Context: an optimization exercise on an open-source flow, tuned for small area, a short achievable clock period and few clock cycles per item. The choices shown serve that exercise and are no tape-out recipe.
At most, simulation tests tie the RTL to the original design; equivalence was not proved.
The flow treats the clock pin as an ideal source. Dropping or thinning the clock tree relies on that and would not hold on a real chip.

Setup of job 101:
==> flow/design.v <==
`timescale 1ns / 1ps
module SquareRoot(outdata,checkflag,clk,rst,start,indata);
 input wire clk;
 input wire rst;
 input wire start;
 input wire [31:0] indata;
 output reg [15:0] outdata;    
 output reg checkflag;
 reg [27:0] x;       
 reg [15:0] r;       
 reg        neg;     
 reg [3:0]  cnt;     
 wire go = start & (cnt == 4'd0);
 wire [17:0] sum = {r, x[27:26]} + {outdata ^ {16{~neg}}, 2'b11};
 reg [2:0] r0;       
 reg       n0;       
 reg [1:0] q0;
 always @(*) begin
    case (indata[31:28])
    4'd0:  begin r0 = 3'b111; n0 = 1'b1; q0 = 2'd0; end
    4'd1:  begin r0 = 3'd0;   n0 = 1'b0; q0 = 2'd1; end
    4'd2:  begin r0 = 3'd1;   n0 = 1'b0; q0 = 2'd1; end
    4'd3:  begin r0 = 3'd2;   n0 = 1'b0; q0 = 2'd1; end
    4'd4:  begin r0 = 3'b011; n0 = 1'b1; q0 = 2'd2; end
    4'd5:  begin r0 = 3'b100; n0 = 1'b1; q0 = 2'd2; end
    4'd6:  begin r0 = 3'b101; n0 = 1'b1; q0 = 2'd2; end
    4'd7:  begin r0 = 3'b110; n0 = 1'b1; q0 = 2'd2; end
    4'd8:  begin r0 = 3'b111; n0 = 1'b1; q0 = 2'd2; end
    4'd9:  begin r0 = 3'd0;   n0 = 1'b0; q0 = 2'd3; end
    4'd10: begin r0 = 3'd1;   n0 = 1'b0; q0 = 2'd3; end
    4'd11: begin r0 = 3'd2;   n0 = 1'b0; q0 = 2'd3; end
    4'd12: begin r0 = 3'd3;   n0 = 1'b0; q0 = 2'd3; end
    4'd13: begin r0 = 3'd4;   n0 = 1'b0; q0 = 2'd3; end
    4'd14: begin r0 = 3'd5;   n0 = 1'b0; q0 = 2'd3; end
    default: begin r0 = 3'd6; n0 = 1'b0; q0 = 2'd3; end
    endcase
 end
 always @(posedge clk) begin
    if (cnt == 4'd0) begin
        x   <= indata[27:0];
        r   <= {{13{n0}}, r0};
        neg <= n0;
    end else begin
        x   <= {x[25:0], 2'b00};
        r   <= sum[15:0];
        neg <= sum[17];
    end
 end
 always @(posedge clk) begin
    if (cnt != 4'd0)
        outdata <= {outdata[14:0], ~sum[17]};
    else if (start)
        outdata <= {14'd0, q0};
 end
 always @(posedge clk) begin
    if (rst) begin
        cnt       <= 4'd0;
        checkflag <= 1'b0;
    end else if (go) begin
        cnt       <= 4'd14;
        checkflag <= 1'b0;
    end else if (cnt != 4'd0) begin
        cnt       <= cnt - 4'd1;
        checkflag <= (cnt == 4'd1);
    end
 end
endmodule
make LEC_CHECK=0 CAP_MARGIN=20 CORE_MARGIN=2 CORE_UTILIZATION=60 SETUP_SLACK_MARGIN=5 SLEW_MARGIN=20 finish   # period 8.5 ns
run.sh (not shown) runs the stock make flow with config.mk's settings and CLKGATE_MAP_FILE= SYNTH_SCRIPT=/design/flow/synth_recipe.tcl, a recipe that flattens the netlist after the stock synthesis.
Testbench counts of job 101, summed over its fixed seeds: cycles 30,720, ops 2,048.
Here is what was changed in the inputs of job 102 compared with job 101.
--- a/flow/design.v
+++ b/flow/design.v
@@ -37,19 +37,16 @@
  end
  always @(posedge clk) begin
-    if (cnt == 4'd0) begin
-        x   <= indata[27:0];
-        r   <= {{13{n0}}, r0};
-        neg <= n0;
+    if (go) begin
+        x       <= indata[27:0];
+        r       <= {{13{n0}}, r0};
+        neg     <= n0;
+        outdata <= {14'd0, q0};
     end else begin
-        x   <= {x[25:0], 2'b00};
-        r   <= sum[15:0];
-        neg <= sum[17];
+        x       <= {x[25:0], 2'b00};
+        r       <= sum[15:0];
+        neg     <= sum[17];
+        if (cnt != 4'd0)
+            outdata <= {outdata[14:0], ~sum[17]};
     end
- end
- always @(posedge clk) begin
-    if (cnt != 4'd0)
-        outdata <= {outdata[14:0], ~sum[17]};
-    else if (start)
-        outdata <= {14'd0, q0};
  end
  always @(posedge clk) begin
Notes after the runs:
Job 102 completed every stage of the flow, and the final layout passed the timing, design-rule and antenna checks.
Job 101 has a lower first-iteration detailed-routing DRC count than job 102.
The lower number of enable-type register cells in the synthesized netlist came out of job 102.
Job 102 ends up with higher total wirelength of the detailed-routed design than job 101 does.
Diff job 102..job 101 | hold slack | negligible
Testbench counts of job 102, summed over its fixed seeds: cycles 30,720, ops 2,048.

========
04-26:
SquareRoot, a different RTL version from the one above (not shown whole).
For scale: about 280 cells after synthesis, roughly 57 flip-flops, about 0.0030 mm^2 of cells after synthesis.
==> module SquareRoot, before the edit <==
module SquareRoot(outdata,checkflag,clk,rst,start,indata);
 input wire clk;
 input wire rst;
 input wire start;
 input wire [31:0] indata;
 output reg [15:0] outdata;    
 output reg checkflag;
 reg [13:0] h;       
 reg [15:0] r;       
 reg        neg;     
 reg        busy;
 reg [6:0]  j;       
 reg        late;    
 wire last = j[6] & ~j[5];       
 wire [15:0] m;
 assign m[1:0] = 2'b11;
 genvar k;
 generate
    for (k = 2; k <= 8; k = k + 1) begin : mlo
        assign m[k] = j[k-2] | late;
    end
    for (k = 9; k <= 14; k = k + 1) begin : mhi
        assign m[k] = late & ~j[k-9];
    end
 endgenerate
 assign m[15] = 1'b0;
 wire [17:0] sum = {r, h[13], outdata[15]} + {(outdata & m) ^ {16{~neg}}, 2'b11};
 function [4:0] first2;
    input [3:0] n;
    begin
    case (n)
    4'd0:  first2 = {2'd0, 3'd0};
    4'd1:  first2 = {2'd1, 3'd0};
    4'd2:  first2 = {2'd1, 3'd1};
    4'd3:  first2 = {2'd1, 3'd2};
    4'd4:  first2 = {2'd2, 3'd0};
    4'd5:  first2 = {2'd2, 3'd1};
    4'd6:  first2 = {2'd2, 3'd2};
    4'd7:  first2 = {2'd2, 3'd3};
    4'd8:  first2 = {2'd2, 3'd4};
    4'd9:  first2 = {2'd3, 3'd0};
    4'd10: first2 = {2'd3, 3'd1};
    4'd11: first2 = {2'd3, 3'd2};
    4'd12: first2 = {2'd3, 3'd3};
    4'd13: first2 = {2'd3, 3'd4};
    4'd14: first2 = {2'd3, 3'd5};
    default: first2 = {2'd3, 3'd6};
    endcase
    end
 endfunction
 wire [1:0] q0;
 wire [2:0] r0;
 assign {q0, r0} = first2(indata[31:28]);
 wire [13:0] hi_in, lo_in;
 generate
    for (k = 0; k < 14; k = k + 1) begin : split
        assign hi_in[k] = indata[2*k+1];
        assign lo_in[k] = indata[2*k];
    end
 endgenerate
 always @(posedge clk) begin
    if (!busy) begin
        h   <= hi_in;
        r   <= {13'd0, r0};
        neg <= 1'b0;
        j   <= 7'd0;
        late <= 1'b0;
    end else begin
        h   <= {h[12:0], 1'b0};
        r   <= sum[15:0];
        neg <= sum[17];
        j   <= {j[5:0], ~j[6]};
        late <= j[6] & (j[0] | j[5]);    
    end
 end
 always @(posedge clk) begin
    if (busy)
        outdata <= {outdata[14:0], ~sum[17]};
    else if (start)
        outdata <= {lo_in, q0};
 end
 always @(posedge clk) begin
    if (rst) begin
        busy      <= 1'b0;
        checkflag <= 1'b0;
    end else if (start & !busy) begin
        busy      <= 1'b1;
        checkflag <= 1'b0;
    end else if (busy & last) begin
        busy      <= 1'b0;
        checkflag <= 1'b1;
    end
 end
endmodule
clock: 8.5 ns
lec_check: 0
cap_margin: 20
core_margin: 2
core_utilization: 75
setup_slack_margin: 5
slew_margin: 20
standard.sh (not shown) runs the stock make flow with config.mk's settings and CLKGATE_MAP_FILE= SYNTH_SCRIPT=/design/flow/synth_recipe.tcl, a recipe that flattens the netlist after the stock synthesis.
==> flow/flow/run.sh <==
#!/bin/bash
set -euo pipefail
MARGIN=$(cat flow/margin.txt)
bash standard.sh "BUFFER_PORTS_ARGS=-buffer_cell sky130_fd_sc_hd__buf_1" \
  "SETUP_SLACK_MARGIN=$MARGIN" finish > standard.log 2>&1
==> flow/flow/margin.txt <==
5.8
04-26 reached the end of the flow, and the finished layout is clean on the timing, design-rule and antenna checks.
Testbench counts of 04-26, summed over its fixed seeds: cycles 30,720, ops 2,048.
[inputs] 11-28 vs 04-26
==> flow/design.v <==
`timescale 1ns / 1ps
module SquareRoot(outdata,checkflag,clk,rst,start,indata);
 input wire clk;
 input wire rst;
 input wire start;
 input wire [31:0] indata;
 output reg [15:0] outdata;    
 output reg checkflag;
 reg [27:0] x;       
 reg [15:0] r;       
 reg        neg;     
 reg [3:0]  cnt;     
 wire idle = (cnt == 4'd0);
 wire [17:0] sum = {r, x[27:26]} + {outdata ^ {16{~neg}}, 2'b11};
 function [4:0] first2;
    input [3:0] n;
    begin
    case (n)
    4'd0:  first2 = {2'd0, 3'd0};
    4'd1:  first2 = {2'd1, 3'd0};
    4'd2:  first2 = {2'd1, 3'd1};
    4'd3:  first2 = {2'd1, 3'd2};
    4'd4:  first2 = {2'd2, 3'd0};
    4'd5:  first2 = {2'd2, 3'd1};
    4'd6:  first2 = {2'd2, 3'd2};
    4'd7:  first2 = {2'd2, 3'd3};
    4'd8:  first2 = {2'd2, 3'd4};
    4'd9:  first2 = {2'd3, 3'd0};
    4'd10: first2 = {2'd3, 3'd1};
    4'd11: first2 = {2'd3, 3'd2};
    4'd12: first2 = {2'd3, 3'd3};
    4'd13: first2 = {2'd3, 3'd4};
    4'd14: first2 = {2'd3, 3'd5};
    default: first2 = {2'd3, 3'd6};
    endcase
    end
 endfunction
 wire [1:0] q0;
 wire [2:0] r0;
 assign {q0, r0} = first2(indata[31:28]);
 always @(posedge clk) begin
    if (idle) begin
        x   <= indata[27:0];
        r   <= {13'd0, r0};
        neg <= 1'b0;
    end else begin
        x   <= {x[25:0], 2'b00};
        r   <= sum[15:0];
        neg <= sum[17];
    end
 end
 always @(posedge clk) begin
    if (!idle)
        outdata <= {outdata[14:0], ~sum[17]};
    else if (start)
        outdata <= {14'd0, q0};
 end
 always @(posedge clk) begin
    if (rst) begin
        cnt       <= 4'd0;
        checkflag <= 1'b0;
    end else if (start & idle) begin
        cnt       <= 4'd14;
        checkflag <= 1'b0;
    end else if (!idle) begin
        cnt       <= cnt - 4'd1;
        checkflag <= (cnt == 4'd1);
    end
 end
endmodule
Notes after the runs:
- Data arrival time at the worst-slack endpoint essentially unchanged between 11-28 and 04-26.
- 11-28 against 04-26: non-clock buffer count now sits higher; number of flip-flops and latches now sits higher.
- In the flow results for 11-28 and 04-26, the met2 track utilization from global routing is larger on 04-26.
- On area added between synthesis and finish, the higher figure sits with 04-26, not 11-28.
- When 11-28 is measured against 04-26, its fraction of synthesized area in multiplexers turns out 12 points lower.
- 11-28: hold slack is 0.031 ns lower than what 04-26 reported.
- Of 11-28 and 04-26, the run reporting the lower detail-routed net length per standard cell was 11-28.
- The final period utilization on 11-28 is in line with that on 04-26.
- The maximum frequency of 04-26 and that of 11-28 are within noise of each other.
- CTS H-tree depth of 04-26 is on par with 11-28.
- Compared with 04-26, 11-28 shows wire length on met1 that has gone down by a little under 10%.
Testbench counts of 11-28, summed over its fixed seeds: cycles 30,720, ops 2,048.

========
SquareRoot, a different RTL version from the one above (not shown whole).
For scale: roughly 52 I/O pins, roughly 2800 µm² of cells after synthesis.
==> module SquareRoot, before the edit <==
module SquareRoot(outdata,checkflag,clk,rst,start,indata);
 input wire clk;
 input wire rst;
 input wire start;
 input wire [31:0] indata;
 output reg [15:0] outdata;    
 output reg checkflag;
 reg [13:0] h;       
 reg [15:0] r;       
 reg        neg;     
 reg        busy;
 reg [6:0]  j;       
 wire late = j[6] & ~j[0];
 wire last = j[6] & ~j[5];       
 wire [15:0] m;
 assign m[1:0] = 2'b11;
 genvar k;
 generate
    for (k = 2; k <= 8; k = k + 1) begin : mlo
        assign m[k] = j[k-2] | late;
    end
    for (k = 9; k <= 14; k = k + 1) begin : mhi
        assign m[k] = late & ~j[k-9];
    end
 endgenerate
 assign m[15] = 1'b0;
 wire [17:0] sum = {r, h[13], outdata[15]} + {(outdata & m) ^ {16{~neg}}, 2'b11};
 function [4:0] first2;
    input [3:0] n;
    begin
    case (n)
    4'd0:  first2 = {2'd0, 3'd0};
    4'd1:  first2 = {2'd1, 3'd0};
    4'd2:  first2 = {2'd1, 3'd1};
    4'd3:  first2 = {2'd1, 3'd2};
    4'd4:  first2 = {2'd2, 3'd0};
    4'd5:  first2 = {2'd2, 3'd1};
    4'd6:  first2 = {2'd2, 3'd2};
    4'd7:  first2 = {2'd2, 3'd3};
    4'd8:  first2 = {2'd2, 3'd4};
    4'd9:  first2 = {2'd3, 3'd0};
    4'd10: first2 = {2'd3, 3'd1};
    4'd11: first2 = {2'd3, 3'd2};
    4'd12: first2 = {2'd3, 3'd3};
    4'd13: first2 = {2'd3, 3'd4};
    4'd14: first2 = {2'd3, 3'd5};
    default: first2 = {2'd3, 3'd6};
    endcase
    end
 endfunction
 wire [1:0] q0;
 wire [2:0] r0;
 assign {q0, r0} = first2(indata[31:28]);
 wire [13:0] hi_in, lo_in;
 generate
    for (k = 0; k < 14; k = k + 1) begin : split
        assign hi_in[k] = indata[2*k+1];
        assign lo_in[k] = indata[2*k];
    end
 endgenerate
 always @(posedge clk) begin
    if (!busy) begin
        h   <= hi_in;
        r   <= {13'd0, r0};
        neg <= 1'b0;
        j   <= 7'd0;
    end else begin
        h   <= {h[12:0], 1'b0};
        r   <= sum[15:0];
        neg <= sum[17];
        j   <= {j[5:0], ~j[6]};
    end
 end
 wire sel_shift = busy;
 wire sel_load  = ~busy & start;
 wire sel_hold  = ~busy & ~start;
 always @(posedge clk)
    outdata <= ({16{sel_shift}} & {outdata[14:0], ~sum[17]})
             | ({16{sel_load}}  & {lo_in, q0})
             | ({16{sel_hold}}  & outdata);
 always @(posedge clk) begin
    if (rst) begin
        busy      <= 1'b0;
        checkflag <= 1'b0;
    end else if (start & !busy) begin
        busy      <= 1'b1;
        checkflag <= 1'b0;
    end else if (busy & last) begin
        busy      <= 1'b0;
        checkflag <= 1'b1;
    end
 end
endmodule
clock: 8.5 ns
lec_check: 0
abc_area: 1
cap_margin: 20
core_margin: 2
core_utilization: 55
setup_slack_margin: 5
slew_margin: 20
==> flow/flow/run.sh <==
#!/bin/bash
set -euo pipefail
MARGIN=$(cat flow/margin.txt)
export PRE_CTS_TCL="$PWD/flow/pre_cts.tcl"
bash standard.sh "SYNTH_SCRIPT=$PWD/flow/synth.tcl" \
  "BUFFER_PORTS_ARGS=-buffer_cell sky130_fd_sc_hd__buf_1" \
  "SETUP_SLACK_MARGIN=$MARGIN" "PRE_CTS_TCL=$PRE_CTS_TCL" finish > standard.log 2>&1
Other scripts of this flow, unchanged in this note and not shown: flow/flow/abc.script, flow/flow/margin.txt, flow/flow/pre_cts.tcl, flow/flow/synth.tcl
Edit:
--- a/flow/design.v
+++ b/flow/design.v
@@ -8,13 +8,13 @@
  output reg checkflag;
  reg [13:0] h;       
  reg [15:0] r;       
  reg        neg;     
  reg        busy;
  reg [6:0]  j;       
- wire late = j[6] & ~j[0];
+ reg        late;    
  wire last = j[6] & ~j[5];       
  wire [15:0] m;
  assign m[1:0] = 2'b11;
  genvar k;
  generate
     for (k = 2; k <= 8; k = k + 1) begin : mlo
@@ -62,17 +62,19 @@
  always @(posedge clk) begin
     if (!busy) begin
         h   <= hi_in;
         r   <= {13'd0, r0};
         neg <= 1'b0;
         j   <= 7'd0;
+        late <= 1'b0;
     end else begin
         h   <= {h[12:0], 1'b0};
         r   <= sum[15:0];
         neg <= sum[17];
         j   <= {j[5:0], ~j[6]};
+        late <= j[6] & (j[0] | j[5]);    
     end
  end
  wire sel_shift = busy;
  wire sel_load  = ~busy & start;
  wire sel_hold  = ~busy & ~start;
  always @(posedge clk)
Effect: Wire length fell by 11%. Global-route usage fell by 0.83 points. Fmax barely changes. Die area fell by 0.60%. Utilization fell by 4.3 points. Sequential cell count rose by 1. Via count fell by 4.4%.
Testbench counts after the change, summed over its fixed seeds: cycles 30,720, ops 2,048.
The RTL of the first run of this note was laid out without a check of its function. No run of this note takes its clock network from TritonCTS; it comes from the design's own scripts or RTL.

-- port drivers added, routing unchanged --
The flow's constraints put no driver on any port. The routed layouts listed below were extracted and timed again, unchanged, in two steps.
Step 1 (the two cells are an assumption about what drives the block):
set clk [get_ports {clk}]
set_driving_cell -lib_cell sky130_fd_sc_hd__clkbuf_16 $clk
set_driving_cell -lib_cell sky130_fd_sc_hd__buf_2 [delete_from_list [all_inputs] $clk]
Step 2 also shifts input and output timing later by t, the mid clock arrival at the registers, as if the neighbouring blocks saw the same clock.
a / b / c = no drivers / after step 1 / after step 2; a / b = the first two.
| run | t (ns) | setup slack, ns | worst setup path at the end | clock arrival spread, ns |
|---|---|---|---|---|
| job 101 | 0.370 | 5.169 / 5.174 / 4.803 | input to register | 0.009 / 0.009 |
| job 102 | 0.363 | 5.189 / 5.196 / 4.833 | input to register | 0.010 / 0.010 |
| 04-26 | 0.369 | 5.825 / 5.797 / 5.701 | input to register | 0.007 / 0.007 |
| 11-28 | 0.377 | 5.832 / 5.805 / 5.530 | input to register | 0.008 / 0.007 |
| the first run of note 3 | 0.210 | 6.125 / 6.080 / 5.948 | input to register | 0.014 / 0.014 |
| the second run of note 3 | 0.210 | 6.126 / 6.079 / 5.954 | input to register | 0.015 / 0.015 |
After both steps setup and hold are still met in every run listed. The setup slack of job 101, which loses most, moves by +0.005 ns with the drivers and by -0.366 ns with both steps.
